Context: an optimization exercise on an open-source flow, tuned for small area and a short achievable clock period. The choices shown serve that exercise and are no tape-out recipe. RTL that was checked went through simulation tests only; none was proved equivalent to the original. Power is estimated from default activity; no workload was simulated.

job 5812:
Design maf_top, start of the top module:
module maf_top (
    input         clk,
    input  [1:0]  func,
    input  [31:0] A,
    input  [31:0] B,
    input  [31:0] C,
    output [63:0] result
);
Size: about 120 flip-flops, about 160 I/O pins, ~27000 um2 of cells after synthesis.
==> flow/config.mk <==
export PLATFORM = sky130hd
export DESIGN_NAME = maf_top
export DESIGN_NICKNAME = maf_top
export VERILOG_FILES = /design/flow/design.v
export SDC_FILE = /design/flow/constraint.sdc
export NUM_CORES = 4
export LEC_CHECK = 0
export CAP_MARGIN = 60
export CORE_MARGIN = 2
export CORE_UTILIZATION = 55
export PLACE_DENSITY = 0.7
export SLEW_MARGIN = 60
export SYNTH_HIERARCHICAL = 1
==> flow/constraint.sdc <==
create_clock -name core_clock -period 60.0 [get_ports {clk}]
set_input_delay 12.0000 -clock core_clock [delete_from_list [all_inputs] [get_ports {clk}]]
set_output_delay 12.0000 -clock core_clock [all_outputs]
set_load 0.01 [all_outputs]
standard.sh (not shown) runs the stock make flow with config.mk's settings and CLKGATE_MAP_FILE= SYNTH_SCRIPT=/design/flow/synth_recipe.tcl, a recipe that flattens the netlist after the stock synthesis.
==> flow/flow/run.sh <==
#!/bin/bash
# The standard layout, with the port buffers made of buf_2 cells instead of
# the default choice (a delay buffer). Every port still gets its buffer.
set -euo pipefail
bash standard.sh BUFFER_PORTS_ARGS="-buffer_cell sky130_fd_sc_hd__buf_2" finish > standard_flow.log 2>&1
> inputs changed (job 5812 -> job 1234)
Settings: CTS_BUF_LIST: unset -> sky130_fd_sc_hd__clkbuf_4 sky130_fd_sc_hd__clkbuf_8.
Findings:
- Wire length across job 1234 and job 5812: no real change.
- Looking at final critical-path required period, job 1234 sits below job 5812.
- Routed metal-1 wire length, job 1234 and job 5812, lower one = job 1234.
Function was not checked in any run of this note: the RTL went through the layout flow alone.

Another version of the RTL of maf_top (not shown whole).
Size in the first run: about 160 I/O pins, ~27000 µm² of cells after synthesis.
Design maf_top, start of the top module:
module maf_top (
    input         clk,
    input  [1:0]  func,
    input  [31:0] A,
    input  [31:0] B,
    input  [31:0] C,
    output [63:0] result
);
Settings: LEC_CHECK=0, CAP_MARGIN=20, CORE_MARGIN=2, CORE_UTILIZATION=55, PLACE_DENSITY=0.7, SLEW_MARGIN=20, SYNTH_HIERARCHICAL=1; clock period 60.0 ns.
Scripts as last shown in full above: flow/flow/run.sh
The baseline went through all stages and came out clean.
Edit:
CORE_UTILIZATION = 70   (was 55)
PLACE_DENSITY = 0.8   (was 0.7)
The changed run produced a clean layout.
Clock power falls by roughly a tenth.
Via count grows slightly.
Sequential share of layout area barely changes.
First-iteration DRC count grows by about a fifth.
Worst setup slack is worse by 0.23 ns.
Routed wire length came out lower slightly.
Synthesized area is unchanged.
Hold slack is better by 0.046 ns.
No run of this note included a check of the RTL's function; only the layout flow was run.

maf_top, a different RTL version from the one above (not shown whole).
Size: roughly 160 I/O pins, ~27000 um2 of cells after synthesis.
// maf_top
module maf_top (
    input         clk,
    input  [1:0]  func,
    input  [31:0] A,
    input  [31:0] B,
    input  [31:0] C,
    output [63:0] result
);
==> flow/config.mk <==
export PLATFORM = sky130hd
export DESIGN_NAME = maf_top
export DESIGN_NICKNAME = maf_top
export VERILOG_FILES = /design/flow/design.v
export SDC_FILE = /design/flow/constraint.sdc
export NUM_CORES = 4
export LEC_CHECK = 0
export CAP_MARGIN = 60
export CORE_MARGIN = 2
export CORE_UTILIZATION = 55
export CTS_BUF_LIST = sky130_fd_sc_hd__clkbuf_4 sky130_fd_sc_hd__clkbuf_8
export PLACE_DENSITY = 0.7
export SLEW_MARGIN = 60
export SYNTH_HIERARCHICAL = 1
==> flow/constraint.sdc <==
create_clock -name core_clock -period 60.0 [get_ports {clk}]
set_input_delay 12.0000 -clock core_clock [delete_from_list [all_inputs] [get_ports {clk}]]
set_output_delay 12.0000 -clock core_clock [all_outputs]
set_load 0.01 [all_outputs]
Scripts as last shown in full above: flow/flow/run.sh
Edit:
CORE_UTILIZATION = 65   (was 55)
CTS_CLUSTER_DIAMETER = 100   (was unset)
CTS_CLUSTER_SIZE = 30   (was unset)
PLACE_DENSITY = 0.78   (was 0.7)
Via count rose by 0.83%.
Synthesized area does not change.
Count of clock-buffer cells in the layout is unchanged.
Final cell count falls by 2.7%.
Critical path depth does not change.
No functional check of the RTL was part of any run of this note.

maf_top, a different RTL version from the one above (not shown whole).
For scale: about 2500 cells after synthesis, ~94 flip-flops, ~160 I/O pins, ~0.026 mm^2 of cells after synthesis.
clock: 60.0 ns
lec_check: 0
cap_margin: 60
core_margin: 2
core_utilization: 55
cts_buf_list: sky130_fd_sc_hd__clkbuf_4 sky130_fd_sc_hd__clkbuf_8
place_density: 0.7
slew_margin: 60
synth_hierarchical: 1
Scripts as last shown in full above: flow/flow/run.sh
Edit:
==> flow/flow/run.sh (replaced) <==
#!/bin/bash
# The standard layout, with the port buffers made of buf_1 cells instead of
# the default choice (a delay buffer). Every port still gets its buffer.
set -euo pipefail
bash standard.sh BUFFER_PORTS_ARGS="-buffer_cell sky130_fd_sc_hd__buf_1" finish > standard_flow.log 2>&1
Outcome: The changed run finished clean. Power drops by 1.1%. Final cell count is about the same. First-iteration DRC count climbs by 0.43%. Setup slack loses 0.28 ns. Synthesized area stays the same. Via count is about the same. Hold slack loses 0.012 ns. Global-route usage climbs by 0.71 points. Final area drops by 0.60%.

==> separate check: timing with driven ports <==
The flow's constraints put no driver on any port. The routed layouts listed below were extracted and timed again, unchanged, in two steps.
Step 1 sets driving cells, clkbuf_16 on the clock port and buf_2 on the other inputs (assumed; they add their load-dependent delay and slew).
Step 2 adds t to the input delays and takes it off the output delays; t is the mean of the earliest and latest rising clock arrival at the registers after step 1. Input paths then give back, and output paths get back, about the clock's delay inside the block.
a / b / c = no drivers / after step 1 / after step 2; a / b = the first two.
run | t (ns) | setup WS [ns] | clock arrival spread, ns
job 5812 | 0.547 | 43.453 / 43.488 / 42.941 | 0.013 / 0.012
job 1234 | 0.619 | 43.541 / 43.571 / 42.952 | 0.015 / 0.015
the first run of note 2 | 0.566 | 43.510 / 43.449 / 43.054 | 0.030 / 0.029
the second run of note 2 | 0.530 | 43.282 / 43.240 / 42.709 | 0.013 / 0.013
the first run of note 3 | 0.622 | 43.589 / 43.534 / 43.231 | 0.016 / 0.016
the second run of note 3 | 0.616 | 43.769 / 43.715 / 43.227 | 0.016 / 0.016
the first run of note 4 | 0.544 | 43.674 / 43.708 / 43.164 | 0.029 / 0.028
the second run of note 4 | 0.545 | 43.397 / 43.425 / 42.880 | 0.024 / 0.024
After both steps every run listed still meets setup and hold. The setup slack of job 1234, which loses most, moves by +0.030 ns with the drivers and by -0.589 ns with both steps.
